From an optimization exercise on the open Yosys and OpenROAD flow, aimed at small area and a short achievable clock period; shortcuts taken in it are not production practice. The RTL was checked by simulation tests, not by an equivalence proof against the original design.

==> nickel <==
## Filter
module Filter(clk, rst, in, out);
	input clk, rst;
	input signed [31:0] in;
	output wire signed [31:0] out;
	reg [31:0] v, w1, S;
	wire n_1;
	wire n_2;
	wire n_3;
	wire n_4;
	wire n_5;
	wire n_6;
	wire n_7;
	wire n_8;
	wire n_9;
	wire n_10;
	wire n_11;
	wire n_12;
	wire n_13;
	wire n_14;
	wire n_15;
	wire n_16;
	wire n_17;
	wire n_18;
	wire n_19;
	wire n_20;
	wire n_21;
	wire n_22;
	wire n_23;
	wire n_24;
	wire n_25;
	wire n_26;
	wire n_27;
	wire n_28;
	wire n_29;
	wire n_30;
	wire n_31;
	wire n_32;
	wire n_33;
	wire n_34;
	wire n_35;
	wire n_36;
	wire n_37;
	wire n_38;
	wire n_39;
	wire n_40;
	wire n_41;
	wire n_42;
	wire n_43;
	wire n_44;
	wire n_45;
	wire n_46;
	wire n_47;
	wire n_48;
	wire n_49;
	wire n_50;
	wire n_51;
	wire n_52;
	wire n_53;
	wire n_54;
	wire n_55;
	wire n_56;
	wire n_57;
	wire n_58;
	wire n_59;
	wire n_60;
	wire n_61;
	wire n_62;
	wire n_63;
	wire n_64;
	wire n_65;
	wire n_66;
	wire n_67;
	wire n_68;
	wire n_69;
	wire n_70;
	wire n_71;
	wire n_72;
	wire n_73;
	wire n_74;
	wire n_75;
	wire n_76;
	wire n_77;
	wire n_78;
	wire n_79;
	wire n_80;
	wire n_81;
	wire n_82;
	wire n_83;
	wire n_84;
	wire n_85;
	wire n_86;
	wire n_87;
	wire n_88;
	wire n_89;
	wire n_90;
	wire n_91;
	wire n_92;
	wire n_93;
	wire n_94;
	wire n_95;
	wire n_96;
	wire n_97;
	wire n_98;
	wire n_99;
	wire n_100;
	wire n_101;
	wire n_102;
	wire n_103;
	wire n_104;
	wire n_105;
	wire n_106;
	wire n_107;
	wire n_108;
	wire n_109;
	wire n_110;
	wire n_111;
	wire n_112;
	wire n_113;
	wire n_114;
	wire n_115;
	wire n_116;
	wire n_117;
	wire n_118;
	wire n_119;
	wire n_120;
	wire n_121;
	wire n_122;
	wire n_123;
	wire n_124;
	wire n_125;
	wire n_126;
	wire n_127;
	wire n_128;
	wire n_129;
	wire n_130;
	wire n_131;
	wire n_132;
	wire n_133;
	wire n_134;
	wire n_135;
	wire n_136;
	wire n_137;
	wire n_138;
	wire n_139;
	wire n_140;
	wire n_141;
	wire n_142;
	wire n_143;
	wire n_144;
	wire n_145;
	wire n_146;
	wire n_147;
	wire n_148;
	wire n_149;
	wire n_150;
	wire n_151;
	wire n_152;
	wire n_153;
	wire n_154;
	wire n_155;
	wire n_156;
	wire n_157;
	wire n_158;
	wire n_159;
	wire n_160;
	wire n_161;
	wire n_162;
	wire n_163;
	wire n_164;
	wire n_165;
	wire n_166;
	wire n_167;
	wire n_168;
	wire n_169;
	wire n_170;
	wire n_171;
	wire n_172;
	wire n_173;
	wire n_174;
	wire n_175;
	wire n_176;
	wire n_177;
	wire n_178;
	wire n_179;
	wire n_180;
	wire n_181;
	wire n_182;
  ...
Settings: LEC_CHECK=0, CAP_MARGIN=20, CORE_MARGIN=2, CORE_UTILIZATION=40, PLACE_DENSITY=0.8, SETUP_SLACK_MARGIN=5, SLEW_MARGIN=20, SYNTH_HIERARCHICAL=1; clock period 14.0 ns.
run.sh (not shown) runs the stock make flow with config.mk's settings and CLKGATE_MAP_FILE= SYNTH_SCRIPT=/design/flow/synth_recipe.tcl, a recipe that flattens the netlist after the stock synthesis.
==> inputs of sierra, as changes to nickel <==
--- a/flow/config.mk
+++ b/flow/config.mk
@@ -8,7 +8,6 @@
 export CAP_MARGIN = 20
 export CORE_MARGIN = 2
 export CORE_UTILIZATION = 40
-export PLACE_DENSITY = 0.8
-export SETUP_SLACK_MARGIN = 5
+export SETUP_SLACK_MARGIN = 4.5
 export SLEW_MARGIN = 20
 export SYNTH_HIERARCHICAL = 1
==> summary.txt <==
Share of cells above drive strength 1: nickel 0.1235; sierra 0.07761
Max_slew headroom: nickel 0.2737; sierra 0.3033
Clock transition at the registers of the reported paths: nickel 0.07 ns; sierra 0.08 ns
Non-clock buffering overhead: nickel 0.05662; sierra 0.04572
Result of the run: nickel no timing/DRC/antenna violations; sierra no timing/DRC/antenna violations
Number of cells on the worst reg-to-reg path: nickel 31; sierra 30
Post-CTS Repair Setup Buffers: nickel 17; sierra 1
Clock buffers: nickel 11; sierra 10
Shortest clock period the worst path allows after layout: nickel 8.833 ns; sierra 9.207 ns
Share of the clock period used by the worst path after layout: nickel 0.6309; sierra 0.6576
Flip-flop and latch area: nickel 2425 um^2; sierra 2412 um^2
Placed inst area: nickel 23860 um^2; sierra 23930 um^2
M2 GR Usage: nickel 0.3811; sierra 0.3824
Length of routed met2 wiring: nickel 30.42 mm; sierra 29.89 mm
Vias in the first global route: nickel 17.45k; sierra 16.78k
Startpoint of the lowest-slack hold path: nickel w1[28]; sierra v[29]
Worst setup path endpoint: nickel out[29]; sierra out[31]
Via count: nickel 15.98k; sierra 15.11k
Cell depth of the worst setup path: nickel 16; sierra 18

* * *

==> inputs of trial 70 <==
Another version of the RTL of Filter (not shown whole).
==> flow/config.mk <==
export PLATFORM = sky130hd
export DESIGN_NAME = Filter
export DESIGN_NICKNAME = Filter
export VERILOG_FILES = /design/flow/design.v
export SDC_FILE = /design/flow/constraint.sdc
export NUM_CORES = 4
export LEC_CHECK = 0
export CAP_MARGIN = 20
export CORE_MARGIN = 2
export CORE_UTILIZATION = 40
export SETUP_SLACK_MARGIN = 5
export SLEW_MARGIN = 20
export SYNTH_HIERARCHICAL = 1
==> flow/constraint.sdc <==
create_clock -name core_clock -period 14.0 [get_ports {clk}]
set_input_delay 2.8000 -clock core_clock [delete_from_list [all_inputs] [get_ports {clk}]]
set_output_delay 2.8000 -clock core_clock [all_outputs]
set_load 0.01 [all_outputs]
==> build 31 (differences from trial 70) <==
--- a/flow/config.mk
+++ b/flow/config.mk
@@ -7,2 +7,3 @@
 export LEC_CHECK = 0
+export ABC_AREA = 1
 export CAP_MARGIN = 20
==> qor.yml <==
rr_endpoint: "v[24]"
holdWs_ps: 1170
crit_end: "out[25]"
synth_most_common_cell: "inv_1"
holdPathEnd: "S[3]"
ctsResizeCount: 10
initial_core_util_pct: 40.6
holdCritStartpoint: "w1[0]"
grt_max_degree: 73
rrSetupSlack_ps: 5310
status: "no timing/DRC/antenna violations"
clkLatencyLatePin_ps: 380
-- figures above: build 31

==> qor.yml <==
status: "no timing/DRC/antenna violations"
holdPathEnd: "S[31]"
crit_end: "v[30]"
clkLatencyLatePin_ps: 400
holdWs_ps: 1250
ctsResizeCount: 90
holdCritStartpoint: "w1[30]"
synth_most_common_cell: "fa_1"
-- figures above: trial 70

[what the ideal ports hide]
Ports are ideal in the flow. The routed layouts listed here were re-timed in OpenROAD. Step 1, drivers: a clkbuf_16 drives clk and a buf_2 each remaining input, both assumed. Step 2 times the ports against the registers' clock, not the clock port: input delays grow and output delays shrink by t, the midpoint of the rising clock arrivals with the driver on. a / b / c = ideal / step 1 / step 2; a / b = the first two.
run | shift t [ns] | slack for setup (ns) | worst setup path at the end | pins driven straight from the clock port
nickel | 0.433 | 5.167 / 5.115 / 5.192 | register to register | 1
sierra | 0.445 | 4.793 / 4.739 / 4.812 | register to register | 1
trial 70 | 0.438 | 4.959 / 4.959 / 4.959 | register to register | 1
build 31 | 0.432 | 5.242 / 5.189 / 5.315 | register to register | 1
After both steps setup and hold are still met in every run listed.
